Source: an optimization exercise on an open RTL-to-GDS flow (aim: a short achievable clock period and few clock cycles). Production flows keep margins and buffers that such runs may drop. At most, simulation tests tie the RTL to the original design; equivalence was not proved. The RTL of run 1 was laid out without a check of its function. Power is estimated from default activity; no workload was simulated.

File: flow/constraint.sdc
create_clock -name core_clock -period 13.0 [get_ports {clk}]
set_input_delay 2.6000 -clock core_clock [delete_from_list [all_inputs] [get_ports {clk}]]
set_output_delay 2.6000 -clock core_clock [all_outputs]
set_load 0.01 [all_outputs]
File: flow/standard.sh
#!/bin/bash
# synth_recipe.tcl (not shown) runs the flow's synth.tcl, then flattens the netlist and writes it again
# the make line also repeats each setting of config.mk as NAME=value (left out here)
make -C /OpenROAD-flow-scripts/flow DESIGN_CONFIG=/design/flow/config.mk WORK_HOME=/design/flow/orfs CLKGATE_MAP_FILE= SYNTH_SCRIPT=/design/flow/synth_recipe.tcl "${@:-finish}"
File: flow/config.mk
export PLATFORM = sky130hd
export DESIGN_NAME = RISC_V_Processor
export DESIGN_NICKNAME = RISC_V_Processor
export VERILOG_FILES = /design/flow/design.v
export SDC_FILE = /design/flow/constraint.sdc
export NUM_CORES = 4
export LEC_CHECK = 0
export CAP_MARGIN = 20
export CORE_MARGIN = 2
export CORE_UTILIZATION = 45
export PLACE_DENSITY = 0.6
export SETUP_SLACK_MARGIN = 1.5
export SLEW_MARGIN = 20
File: flow/design.v
module adder(
	input [63:0] a,
	input [63:0] b,
	output reg [63:0] out
);
always @(*)
begin
  out = a + b;
end
endmodule
module mux1(
	input [63:0] a,
	input [63:0] b,
	input sel,
	output [63:0] data_out
);
assign data_out = sel ? b : a;
endmodule
module instruction_parser(
	input [31:0] ins,
	output [6:0] opcode,
	output [4:0] rd,
	output [2:0] func3,
	output [4:0] rs1,
	output [4:0] rs2,
	output [6:0] func7
);
assign opcode = ins[6:0];
assign rd = ins[11:7];
assign func3 = ins[14:12];
assign rs1 = ins[19:15];
assign rs2 = ins[24:20];
assign func7 = ins[31:25];
endmodule
module Control_Unit
(
    input [6:0] Opcode,
    output reg [1:0] ALUOp,
    output reg Branch,MemRead,MemtoReg,MemWrite,ALUSrc,Regwrite
);
always @(*)
begin
    case (Opcode)
    7'b0110011:
        begin
        ALUSrc = 1'b0;
        MemtoReg = 1'b0;
        Regwrite = 1'b1;
        MemRead = 1'b0;
        MemWrite = 1'b0;
        Branch = 1'b0;
        ALUOp = 2'b10;
        end
    7'b0000011:
        begin
        ALUSrc = 1'b1;
        MemtoReg = 1'b1;
        Regwrite = 1'b1;
        MemRead = 1'b1;
        MemWrite = 1'b0;
        Branch = 1'b0;
        ALUOp = 2'b00;
        end
    7'b0100011:
        begin
        ALUSrc = 1'b1;
        MemtoReg = 1'b0;
        Regwrite = 1'b0;
        MemRead = 1'b0;
        MemWrite = 1'b1;
        Branch = 1'b0;
        ALUOp = 2'b00;
        end
    7'b1100011:
        begin
        ALUSrc = 1'b0;
        MemtoReg = 1'b0;
        Regwrite = 1'b0;
        MemRead = 1'b0;
        MemWrite = 1'b0;
        Branch = 1'b1;
        ALUOp = 2'b01;
        end
	7'b0_01_00_11 : 
		begin
		ALUSrc = 1;
		MemtoReg = 0;
		Regwrite = 1;
		MemRead = 0;
		MemWrite = 0;
		Branch = 0;
		ALUOp = 2'b00;
		end
	default :
		begin
		ALUSrc = 1'b0;
		MemtoReg = 1'b0;
		Regwrite = 1'b0;
		MemRead = 1'b0;
		MemWrite = 1'b0;
		Branch = 1'b0;
		ALUOp = 2'b00;
		end
    endcase
end
endmodule
module ALU_Control
(
    input [1:0] ALUOp,
    input [3:0] Funct,
    output reg [3:0] Operation
);
always@(*)
begin
    Operation = 4'b0010;
    case(ALUOp)
        2'b00:
            begin
		Operation = 4'b0010;  
            end
        2'b01:
            begin
            Operation = 4'b0110;
            end
        2'b10:
            begin
            case(Funct)
            4'b0000:  
                begin
                Operation = 4'b0010;
                end
            4'b1000:  
                begin
                Operation = 4'b0110;
                end
            4'b0111:  
                begin
                Operation = 4'b0000;
                end
            4'b0110:  
                begin
                Operation = 4'b0001;
                end
            default: Operation = 4'b0010;
            endcase
            end
        default: Operation = 4'b0010;
    endcase
end
endmodule
module ImmGen(
	input [31:0] ins,
	output reg [63:0] data
);
always @(*)
begin
case (ins[6:5])
	2'b00 : data = {{52{ins[31]}},ins[31:20]};
	2'b01 : data = {{52{ins[31]}},{ins[31:25],ins[11:7]}};
	default : data = {{52{ins[31]}},{ins[31],ins[7],ins[30:25],ins[11:8]}};
endcase	
end
endmodule
module alu_64(
	input [63:0] a, 
    input [63:0] b,
    input [3:0] ALUOp,
	output reg [63:0] Result,
	output reg ZERO
);
always @ (*)
begin
    case(ALUOp)
    4'b0000 :
        begin
        Result = a&b;
        end
    4'b0001 :
        begin
        Result = a|b;
        end
    4'b0010 :
        begin
        Result = a+b;
        end
    4'b0110:
        begin
        Result = a-b;
        end
    4'b1100:
        begin
        Result = ~(a|b);
        end
    default : Result = 0;
endcase
  	if (Result == 64'd0)
		ZERO = 1'b1;
	else
		ZERO = 1'b0;
	end
endmodule
module registerFile(
	input [63:0] WriteData,
	input [4:0] RS1,
	input [4:0] RS2,
	input [4:0] RD,
	input RegWrite, clk, reset,
	output reg [63:0] ReadData1,
	output reg [63:0] ReadData2
);
reg [63:0] Registers [31:1];
always @(posedge clk)
    if(RegWrite && !reset && RD != 5'd0)
        begin
        Registers[RD] <= WriteData;
        end
always @(*)
    if(reset)
        begin
        ReadData1 = 64'b0;
        ReadData2 = 64'b0;
        end
    else
        begin
        ReadData1 = (RS1 == 5'd0) ? 64'b0 : Registers[RS1];
        ReadData2 = (RS2 == 5'd0) ? 64'b0 : Registers[RS2];
        end
endmodule
module pc_counter(
	input [63:0] PC_In,
	input reset,clk,
	output reg [63:0] PC_Out
);
always @(posedge reset or posedge clk)
begin
  if (reset)
      PC_Out <= 0;
 else
      PC_Out <= PC_In;
end
endmodule
module RISC_V_Processor(
	input clk,
	input reset,
	output [63:0] imem_addr,
	input  [31:0] imem_data,
	output [63:0] dmem_addr,
	output [63:0] dmem_wdata,
	output        dmem_we,
	output        dmem_re,
	input  [63:0] dmem_rdata
);
reg  [63:0] pc_f;
reg  [63:0] a_x, b_x, imm_x, alt_x;
reg  [4:0]  rd_x;
reg         wr_x, ld_x, st_x, br_x, pred_x, ge_x;
reg         useimm_x, sub_x, and_x, or_x;
reg         f1m_x, f2m_x;
reg  [63:0] res_m, wd_m;
reg  [4:0]  rd_m;
reg         wr_m, we_m, re_m;
reg  [63:0] rf [31:1];
wire redirect;
wire loaduse;
assign imem_addr = pc_f;
wire [31:0] ir = imem_data;
wire [6:0] op  = ir[6:0];
wire [4:0] rd  = ir[11:7];
wire [2:0] f3  = ir[14:12];
wire [4:0] rs1 = ir[19:15];
wire [4:0] rs2 = ir[24:20];
wire is_r  = op == 7'b0110011;
wire is_i  = op == 7'b0010011;
wire is_ld = op == 7'b0000011;
wire is_st = op == 7'b0100011;
wire is_br = op == 7'b1100011;
wire wr_f  = (is_r | is_i | is_ld) & (rd != 5'd0);
wire u1_f  = is_r | is_i | is_ld | is_st | is_br;
wire u2_f  = is_r | is_st | is_br;
wire pred_f = is_br & (ir[31] | (rs1 == rs2));
wire [12:0] off_f = {ir[31], ir[7], ir[30:25], ir[11:8], 1'b0};
wire [13:0] lo_f  = {1'b0, pc_f[12:0]} + {1'b0, off_f};
wire [50:0] hi_f  = pc_f[63:13];
wire [50:0] hip_f = hi_f + 51'd1;
wire [50:0] him_f = hi_f - 51'd1;
wire [50:0] hit_f = ir[31] ? (lo_f[13] ? hi_f : him_f) : (lo_f[13] ? hip_f : hi_f);
wire [63:0] tgt_f = {hit_f, lo_f[12:0]};
wire [63:0] seq_f = pc_f + 64'd4;
wire [63:0] val_m = re_m ? dmem_rdata : res_m;
wire byp1 = wr_m & (rd_m == rs1);
wire byp2 = wr_m & (rd_m == rs2);
wire [63:0] rf1 = (rs1 == 5'd0) ? 64'd0 : byp1 ? val_m : rf[rs1];
wire [63:0] rf2 = (rs2 == 5'd0) ? 64'd0 : byp2 ? val_m : rf[rs2];
wire [63:0] imm_i = {{52{ir[31]}}, ir[31:20]};
wire [63:0] imm_s = {{52{ir[31]}}, ir[31:25], ir[11:7]};
assign loaduse = ld_x & ((u1_f & (rs1 == rd_x)) | (u2_f & (rs2 == rd_x)));
wire go = ~redirect & ~loaduse;
always @(posedge clk or posedge reset)
	if (reset)
		pc_f <= 64'd0;
	else if (redirect)
		pc_f <= alt_x;
	else if (!loaduse)
		pc_f <= pred_f ? tgt_f : seq_f;
always @(posedge clk or posedge reset)
	if (reset) begin
		wr_x <= 1'b0; ld_x <= 1'b0; st_x <= 1'b0; br_x <= 1'b0;
	end else begin
		wr_x <= go & wr_f;
		ld_x <= go & is_ld & wr_f;
		st_x <= go & is_st;
		br_x <= go & is_br;
	end
always @(posedge clk) begin
	a_x      <= rf1;
	b_x      <= rf2;
	imm_x    <= is_st ? imm_s : imm_i;
	alt_x    <= pred_f ? seq_f : tgt_f;
	rd_x     <= rd;
	pred_x   <= pred_f;
	ge_x     <= f3[2];
	useimm_x <= is_i | is_ld | is_st;
	sub_x    <= is_r & ( ir[30] & (f3 == 3'b000));
	and_x    <= is_r & (~ir[30] & (f3 == 3'b111));
	or_x     <= is_r & (~ir[30] & (f3 == 3'b110));
	f1m_x    <= wr_x & (rd_x == rs1);
	f2m_x    <= wr_x & (rd_x == rs2);
end
wire [63:0] a   = f1m_x ? res_m : a_x;
wire [63:0] b   = f2m_x ? res_m : b_x;
wire [63:0] o2  = useimm_x ? imm_x : b;
wire [64:0] as  = {a, 1'b1} + {o2 ^ {64{sub_x}}, sub_x};
wire [63:0] res = and_x ? (a & o2) : or_x ? (a | o2) : as[64:1];
wire eq    = a == b;
wire ge    = $signed(a) >= $signed(b);
wire taken = ge_x ? ge : eq;
assign redirect = br_x & (taken ^ pred_x);
always @(posedge clk or posedge reset)
	if (reset) begin
		wr_m <= 1'b0; we_m <= 1'b0; re_m <= 1'b0;
	end else begin
		wr_m <= wr_x;
		we_m <= st_x;
		re_m <= ld_x;
	end
always @(posedge clk) begin
	res_m <= res;
	wd_m  <= b;
	rd_m  <= rd_x;
end
assign dmem_addr  = res_m;
assign dmem_wdata = wd_m;
assign dmem_we    = we_m;
assign dmem_re    = re_m;
always @(posedge clk)
	if (wr_m)
		rf[rd_m] <= val_m;
endmodule
File: flow/flow/run.sh
#!/bin/bash
# Standard layout, with repair_timing asked to aim well below the clock period
# (a larger setup margin); the clock, SDC and everything else are the standard flow's.
set -euo pipefail
bash standard.sh SETUP_SLACK_MARGIN=9 finish > standard_flow.log 2>&1
==> results of run 1 <==
[flip-flops by register name, summed over array words and instances, names as in the netlist, 5 cells and up]
| register | flops |
|---|---|
| alt_x | 64 |
| wd_m | 64 |
| rf | 1984 |
| pc_f | 64 |
| rd_x | 5 |
| a_x | 64 |
| imm_x | 12 |
| rd_m | 5 |
| res_m | 64 |
| b_x | 64 |
[power by group through the flow]
| stage | combinational (W) | sequential, W | clock [W] |
|---|---|---|---|
| finish | 0.00534 | 0.00996 | 0.00729 |
| global route | 0.00555 | 0.00997 | 0.00759 |
| CTS | 0.00470 | 0.00992 | 0.00730 |
| detailed placement | 0.00379 | 0.0102 | 0 |
| global placement | 0.00371 | 0.0102 | 0 |
| floorplan | 0.00230 | 0.00991 | 0 |
[cell type report]
cell class / count / share of cell area [%]
Timing Repair Buffer: 1268 / 10.9
Inverter: 182 / 0.472
Multi-Input combinational cell: 4523 / 34.7
Sequential cell: 2405 / 45.6
Timing Repair inverter: 3 / 0.00997
Tap cell: 3402 / 2.83
Antenna cell: 21 / 0.0349
Clock inverter: 123 / 0.802
Clock buffer: 335 / 4.61
[cells in the mapped netlist, drive strengths merged, types with 14 or more instances]
master and instances:
and3 17, nor4 19, nand2 224, mux2 375
nor2 313, o21ai 363, xor2 96, nand3 123
nor3 194, o22ai 20, or3 22, a31oi 17
a21oi 476, inv 181, dfrtp 71, xnor2 173
clkbuf 404, o21bai 17, a211oi 23, buf 177
mux4 878, nand4 65, mux2i 372, a221oi 206
a21o 56, edfxtp 1984, and2 14, o221ai 74
nand2b 16, or4 16, and4 17, nor2b 71
ha 142, dfxtp 350
[through the flow]
step	hold WS [ns]	cell area (sq um)	power, W	setup WS (ns)
5_1_grt	0.357	151000	0.0231	8.16
2_1_floorplan	0.331	121000	0.0122	7.72
6_report	0.351	151000	0.0226	8.21
3_5_place_dp	0.339	126000	0.0140	5.96
3_3_place_gp	0.334	126000	0.0139	5.93
4_1_cts	0.354	144000	0.0219	8.41
[critical path, stage by stage]
cell      delay, ns
buf_4          0.14
inv_1          0.07
fa_2           0.37
nor2b_1        0.13
o21a_1         0.18
o21ai_4        0.10
a211o_4        0.41
buf_6          0.14
a211oi_4       0.40
nand2_4        0.19
o22ai_4        0.23
nand2_2        0.08
a21oi_2        0.16
xor2_1         0.10
mux2_2         0.26
[path summary, 6_finish.rpt]
kind | startpoint | depth (start not counted) | end | slack (ns)
max reg2reg | f2m_x$_DFF_P_ | 18 | pc_f[56]$_DFFE_PP0P_ | 8.36
min in group asynchronous | reset | 2 | wr_m$_DFF_PP0_ | 1.98
min | st_x$_DFF_PP0_ | 0 | we_m$_DFF_PP0_ | 0.35
min reg2reg | st_x$_DFF_PP0_ | 0 | we_m$_DFF_PP0_ | 0.35
max | imem_data[9] | 15 | pc_f[48]$_DFFE_PP0P_ | 8.21
max in group asynchronous | reset | 3 | pc_f[48]$_DFFE_PP0P_ | 9.66
[per-layer routing]
layer	global-route usage (%)	wire length (um)
met3	9.83	68400
met1	45.8	173000
met5	0	79
met2	52.4	215000
met4	16.9	30000
[what timing repair did]
item / in CTS / in global routing
endpoints found under the setup margin: 699 / 478
hold buffers: 0 / 0
cloned: 106 / 73
resized for setup: 1944 / 635
buffers inserted: 377 / 255
pin swaps: 174 / 292
[kinds of logic (layout without fill, tap and decap cells)]
kind of cell | count (synthesis) | in the layout | synth area share (%)
xor gates and xnor gates | 269 | 269 | 2.01
DFF | 2405 | 2405 | 58.4
other | 0 | 21 | 0
buffers and inverters | 763 | 1911 | 2.49
muxes | 1625 | 1625 | 23.7
adders and majority gates | 143 | 143 | 1.54
and+or+nand+nor | 1142 | 1148 | 4.74
AOI/OAI and AO/OA | 1337 | 1338 | 7.12
==> results.json, run 1 <==
{
  "status": "timing/DRC/antenna clean",
  "drive_gt1_share_pct": 43.0,
  "drt-total-wl_um": 486000,
  "final_common_cell": "edfxtp_1",
  "leakagePower_nw": 52.5,
  "async_flop_share_pct": 2.95,
  "drv_slew": 0,
  "critPathLaunchType": "input port",
  "hold_viol": 0,
  "drc": 0,
  "grt_pass1_wl_um": 639000,
  "cts_tree": "done",
  "yosysSeqAreaShare_pct": 58.4,
  "core-area_sq_um": 259000,
  "final_cells": 12300,
  "routed_via_density": 6.97,
  "grt_antenna_before_repair": 31,
  "share_clk_of_total_power_pct": 32.3,
  "dp_hpwl_um": 246000,
  "placed_cells": 11000,
  "grt_overflow": 0,
  "clockBufferDepth": 4,
  "grt_use_total_pct": 34.6,
  "combPwrFrac_pct": 23.6,
  "ir_worst_vdd_v": 0.000148,
  "rsz0062_at_grt": "yes",
  "grt_max_degree": 64,
  "sequentialPowerShare_pct": 44.1,
  "drtAntennaViolNets": 0,
  "gp_congestion": 0.944,
  "synth-seq-cells": 2405,
  "die_x_um": 514,
  "yosys_warnings": 1,
  "n_fill_cell": 19400,
  "power_density_nw_per_um2": 150,
  "fmax_mhz": 209,
  "avgSynthCellArea_sq_um": 15.2,
  "p_sw_w": 0.00678,
  "power.share.switching_pct": 30.0,
  "synth_nets": 7925,
  "synth_area_leader_cell": "edfxtp_1",
  "cts.sink_count": 2405,
  "worstMarginPinSlew_ns": 1.16,
  "fin_crit_ns": 4.79,
  "multi_input_area_sq_um": 52200,
  "maxCapViolCount": 0,
  "utilization_pct": 58.1,
  "mostFrequentLayoutCells": "1984 x edfxtp_1, 878 x mux4_2, 519 x buf_4",
  "clk_latency_ns": 0.95,
  "clk_pin_slew_ns": 0.06,
  "dieArea_sq_um": 264000,
  "htree_levels": 4,
  "cts-root-buf": "clkbuf_16",
  "cp_data_arrival_time_ns": 5.58,
  "wire_per_inst_um": 39.7,
  "ys.flop_type": "edfxtp_1",
  "nets": 8873,
  "synth_cells": 7684,
  "hp-class": "reg2reg",
  "fp.dieH_um": 514,
  "drtIter0Drc": 14800,
  "syn_to_final_growth_pct": 28.7,
  "dr.pass1.iters": 8,
  "finalSetupViolations": 0,
  "clock_skew_ns": 0.0716,
  "cts_buffers": 249,
  "port_buffers": 291,
  "grt_pass1_vias": 81000,
  "synth_cell_types": 82,
  "initial_utilization_pct": 45.2,
  "fin_crit_sh_pct": 36.9,
  "worstPathMaxFanout": 6,
  "fp-row-count": 187,
  "fin_tns_setup_ns": 0,
  "layout.area.seq_sq_um": 68700,
  "netlist_area_sq_um": 117000,
  "critical_path_class": "in2reg",
  "vias": 85500,
  "io_pins": 292,
  "netlist.area_leader.share_pct": 50.9,
  "synth-edff-count": 1984,
  "max_slew_margin_pct": 22.3,
  "synth_area_leaders": "edfxtp_1 51%, mux4_2 17%, dfxtp_1 6.0%, mux2_2 3.6%, mux2i_1 3.2%",
  "end_kind": "register",
  "critPathRequiredTime_ns": 13.79,
  "p_int_w": 0.0158
}
==> run 2: changes to the inputs <==
--- a/flow/design.v
+++ b/flow/design.v
@@ -332,6 +332,12 @@
 wire [64:0] as  = {a, 1'b1} + {o2 ^ {64{sub_x}}, sub_x};
 wire [63:0] res = and_x ? (a & o2) : or_x ? (a | o2) : as[64:1];
-wire eq    = a == b;
-wire ge    = $signed(a) >= $signed(b);
+wire eq_nn = a_x == b_x;
+wire eq_mn = res_m == b_x;
+wire eq_nm = a_x == res_m;
+wire ge_nn = $signed(a_x) >= $signed(b_x);
+wire ge_mn = $signed(res_m) >= $signed(b_x);
+wire ge_nm = $signed(a_x) >= $signed(res_m);
+wire eq    = f1m_x ? (f2m_x ? 1'b1 : eq_mn) : (f2m_x ? eq_nm : eq_nn);
+wire ge    = f1m_x ? (f2m_x ? 1'b1 : ge_mn) : (f2m_x ? ge_nm : ge_nn);
 wire taken = ge_x ? ge : eq;
 assign redirect = br_x & (taken ^ pred_x);
==> results.json, run 2 <==
{
  "grt_pass1_wl_um": 669000,
  "cp_data_arrival_time_ns": 5.55,
  "fp-row-count": 189,
  "yosysMostFrequentCell": "edfxtp_1",
  "clk_pin_slew_ns": 0.06,
  "yosysSeqAreaShare_pct": 57.0,
  "grt_use_total_pct": 35.3,
  "grt_pass1_vias": 83600,
  "wire_per_inst_um": 39.5,
  "cts_tree": "done",
  "nets": 9385,
  "path_cells": "clkdlybuf4s15_2 -> ha_2 -> a21oi_4 -> nor3b_2 -> nand3_2 -> a311oi_2 -> buf_6 -> and2_4 -> nand3_4 -> or2_4 -> o32a_1 -> o22ai_1 -> a21oi_1 -> mux2_4",
  "io_pins": 292,
  "fmax_mhz": 208,
  "critPathRequiredTime_ns": 13.74,
  "drtIter0Drc": 14200,
  "grt_max_degree": 86,
  "drtAntennaViolNets": 0,
  "hp-class": "reg2reg",
  "drt-total-wl_um": 504000,
  "critical_path_class": "in2reg",
  "initial_utilization_pct": 45.2,
  "netlist_area_sq_um": 120000,
  "ir_worst_vdd_v": 0.000104,
  "synth-edff-count": 1984,
  "die_x_um": 520,
  "synth_area_leaders": "edfxtp_1 50%, mux4_2 19%, dfxtp_1 5.8%, mux2i_1 3.0%, ha_1 2.8%",
  "postCtsHoldBufs": 0,
  "hold_viol": 0,
  "drc": 0,
  "ys.flop_type": "edfxtp_1",
  "drive_gt1_share_pct": 41.3,
  "synth_cell_types": 82,
  "power_density_nw_per_um2": 156,
  "final_common_cell": "edfxtp_1",
  "dr.pass1.iters": 8,
  "slowest_delay_ns": 0.39,
  "routed_via_density": 6.95,
  "leakagePower_nw": 55.0,
  "worst_hold_slack_ns": 0.363,
  "cts-root-buf": "clkbuf_16",
  "dieArea_sq_um": 271000,
  "reg2reg_slack_ns": 8.39,
  "cts_buffers": 272,
  "clk_latency_ns": 0.87,
  "grt_overflow": 0,
  "cts.sink_count": 2405,
  "avgSynthCellArea_sq_um": 15.0,
  "syn_to_final_growth_pct": 29.0,
  "rsz0062_at_grt": "yes",
  "netlist.area_leader.share_pct": 49.6,
  "synth_nets": 8373,
  "utilization_pct": 58.4,
  "core-area_sq_um": 265000,
  "finalSetupViolations": 0,
  "fin_crit_ns": 4.81,
  "critPathLaunchType": "input port",
  "fin_tns_setup_ns": 0,
  "crit_slowest_cell": "o32a_1",
  "end_kind": "register",
  "mostFrequentLayoutCells": "1984 x edfxtp_1, 1008 x mux4_2, 524 x buf_4",
  "synth-seq-cells": 2405,
  "n_fill_cell": 19800,
  "synth_area_leader_cell": "edfxtp_1",
  "clockBufferDepth": 4,
  "drv_slew": 0,
  "path_delay_family": "compound AO/OA/AOI/OAI gates",
  "gp_congestion": 0.976,
  "vias": 88700,
  "port_buffers": 291,
  "grt_antenna_before_repair": 17,
  "fp.dieH_um": 520,
  "worstMarginPinSlew_ns": 1.26,
  "critPathBufInv": 2,
  "dp_hpwl_um": 252000,
  "status": "timing/DRC/antenna clean",
  "yosys_warnings": 1,
  "fin_crit_sh_pct": 37.0,
  "largest_reg_flops": 1984,
  "synth_cells": 8004,
  "max_slew_margin_pct": 16.2,
  "clock_skew_ns": 0.0508,
  "top_register": "rf",
  "maxCapViolCount": 0,
  "async_flop_share_pct": 2.95,
  "worstPathMaxFanout": 7,
  "htree_levels": 5,
  "synth_common_cells": "1984 x edfxtp_1, 1008 x mux4_2, 459 x o21ai_0, 458 x a21oi_1, 453 x clkbuf_1"
}
[run 2: cell types whose count changed after synthesis, sizes merged, moves of 29 or more]
cell	previous run	this run
nor3	194	117
mux4	878	1008
a21o	56	110
a221oi	206	109
clkbuf	404	455
ha	142	270
buf	177	127
nor2	313	385
nand2	224	374
a211oi	23	84
o221ai	74	45
inv	181	228
mux2	375	174
o21ai	363	462
[run 2: cell type report]
type | count | area, sq um | area share (%)
flip-flops and latches | 2405 | 68700 | 44.4
multi-input cells | 4804 | 54800 | 35.4
repair buffers | 1303 | 17200 | 11.1
clock buffers | 360 | 7480 | 4.83
well taps | 3533 | 4420 | 2.85
clock inverters | 120 | 1220 | 0.785
inverters | 228 | 936 | 0.604
repair inverters | 2 | 22.5 | 0.0145
diodes | 9 | 22.5 | 0.0145
[run 2: timing repair]
| action | CTS | global route |
|---|---|---|
| gates cloned | 150 | 51 |
| pin swaps | 171 | 289 |
| endpoints found under the setup margin | 534 | 759 |
| buffers inserted | 410 | 218 |
| resized for setup | 2043 | 598 |
| endpoints found under the hold margin | 0 | 0 |
[run 2: routing by layer]
layer	global-route usage [%]	part of all wire, %
met2	52.8	44
met4	17.7	6.5
met1	46.9	36
met5	0	0.063
met3	10.7	14
[run 2: worst paths after layout]
| kind | start | endpoint | cells after the start |
|---|---|---|---|
| max in group asynchronous | reset | pc_f[55]$_DFFE_PP0P_ | 4 |
| min | st_x$_DFF_PP0_ | we_m$_DFF_PP0_ | 0 |
| max | imem_data[28] | pc_f[60]$_DFFE_PP0P_ | 14 |
| min in group asynchronous | reset | we_m$_DFF_PP0_ | 3 |
| min reg2reg | st_x$_DFF_PP0_ | we_m$_DFF_PP0_ | 0 |
| max reg2reg | f2m_x$_DFF_P_ | res_m[61]$_DFF_P_ | 21 |
[run 2: cell families (layout without fill, tap and decap cells)]
logic type	count (synthesis)	count (layout)	synth area share, %
flops	2405	2405	57.0
mux	1539	1544	23.5
buf+inv	810	2013	2.55
other cells	0	9	0
compound gates	1417	1418	7.17
simple gates	1297	1306	5.04
fa+ha+maj	271	271	2.83
xor+xnor	265	265	1.93
[run 2: worst reg2reg max path, stage by stage, from the launching register on]
cell       delay (ns)
dfxtp_4          0.37
buf_12           0.13
buf_16           0.14
buf_12           0.15
buf_6            0.12
nand2_4          0.06
o21ai_4          0.06
o21ai_4          0.19
xnor2_2          0.17
ha_4             0.25
a21o_1           0.21
o21bai_4         0.20
a2111oi_4        0.40
o21ai_2          0.14
a211oi_4         0.32
o21ai_2          0.14
or4_4            0.57
nand3_4          0.11
a21oi_4          0.09
a32oi_1          0.23
mux2_2           0.35
a21oi_1          0.12
[run 2: per-stage QoR]
stage / total power (W) / setup slack (ns) / instances / cell area [sq um]
2_1_floorplan: 0.0129 / 7.53 / 8004 / 123000
3_3_place_gp: 0.0148 / 5.77 / 11400 / 129000
3_5_place_dp: 0.0149 / 5.79 / 11400 / 129000
4_1_cts: 0.0234 / 8.28 / 12500 / 149000
5_1_grt: 0.0247 / 8.15 / 12800 / 155000
6_report: 0.0241 / 8.19 / 12800 / 155000
[run 2: power by group]
part / internal (W) / total [W] / switching [W]
registers: 0.00965 / 0.0101 / 0.000402
logic: 0.00251 / 0.00633 / 0.00382
clock network: 0.00446 / 0.00774 / 0.00328
total: 0.0166 / 0.0241 / 0.00750
Testbench counts of run 2, summed over its fixed seeds: cycles 65,665.

-- what the ideal ports hide --
In the flow no input, the clock included, has a driving cell. The finished layouts below were timed again as built, in two steps. Step 1 (the two cells are an assumption about what drives the block):
set clk [get_ports {clk}]
set_driving_cell -lib_cell sky130_fd_sc_hd__clkbuf_16 $clk
set_driving_cell -lib_cell sky130_fd_sc_hd__buf_2 [delete_from_list [all_inputs] $clk]
Step 2, shift: input delay + t, output delay - t, t = (earliest + latest rising clock arrival at the registers) / 2. This alone moves slack from input paths to output paths. Three values: no drivers, after step 1, after step 2; two values: the first two.
run	shift t [ns]	setup WS [ns]	worst hold slack (ns)
run 1	1.016	8.209 / 8.263 / 7.246	0.351 / 0.351 / 0.351
run 2	0.949	8.194 / 8.258 / 7.310	0.363 / 0.363 / 0.363
After both steps every run listed still meets setup and hold. The setup slack of run 1, which loses most, moves by +0.054 ns with the drivers and by -0.963 ns with both steps.
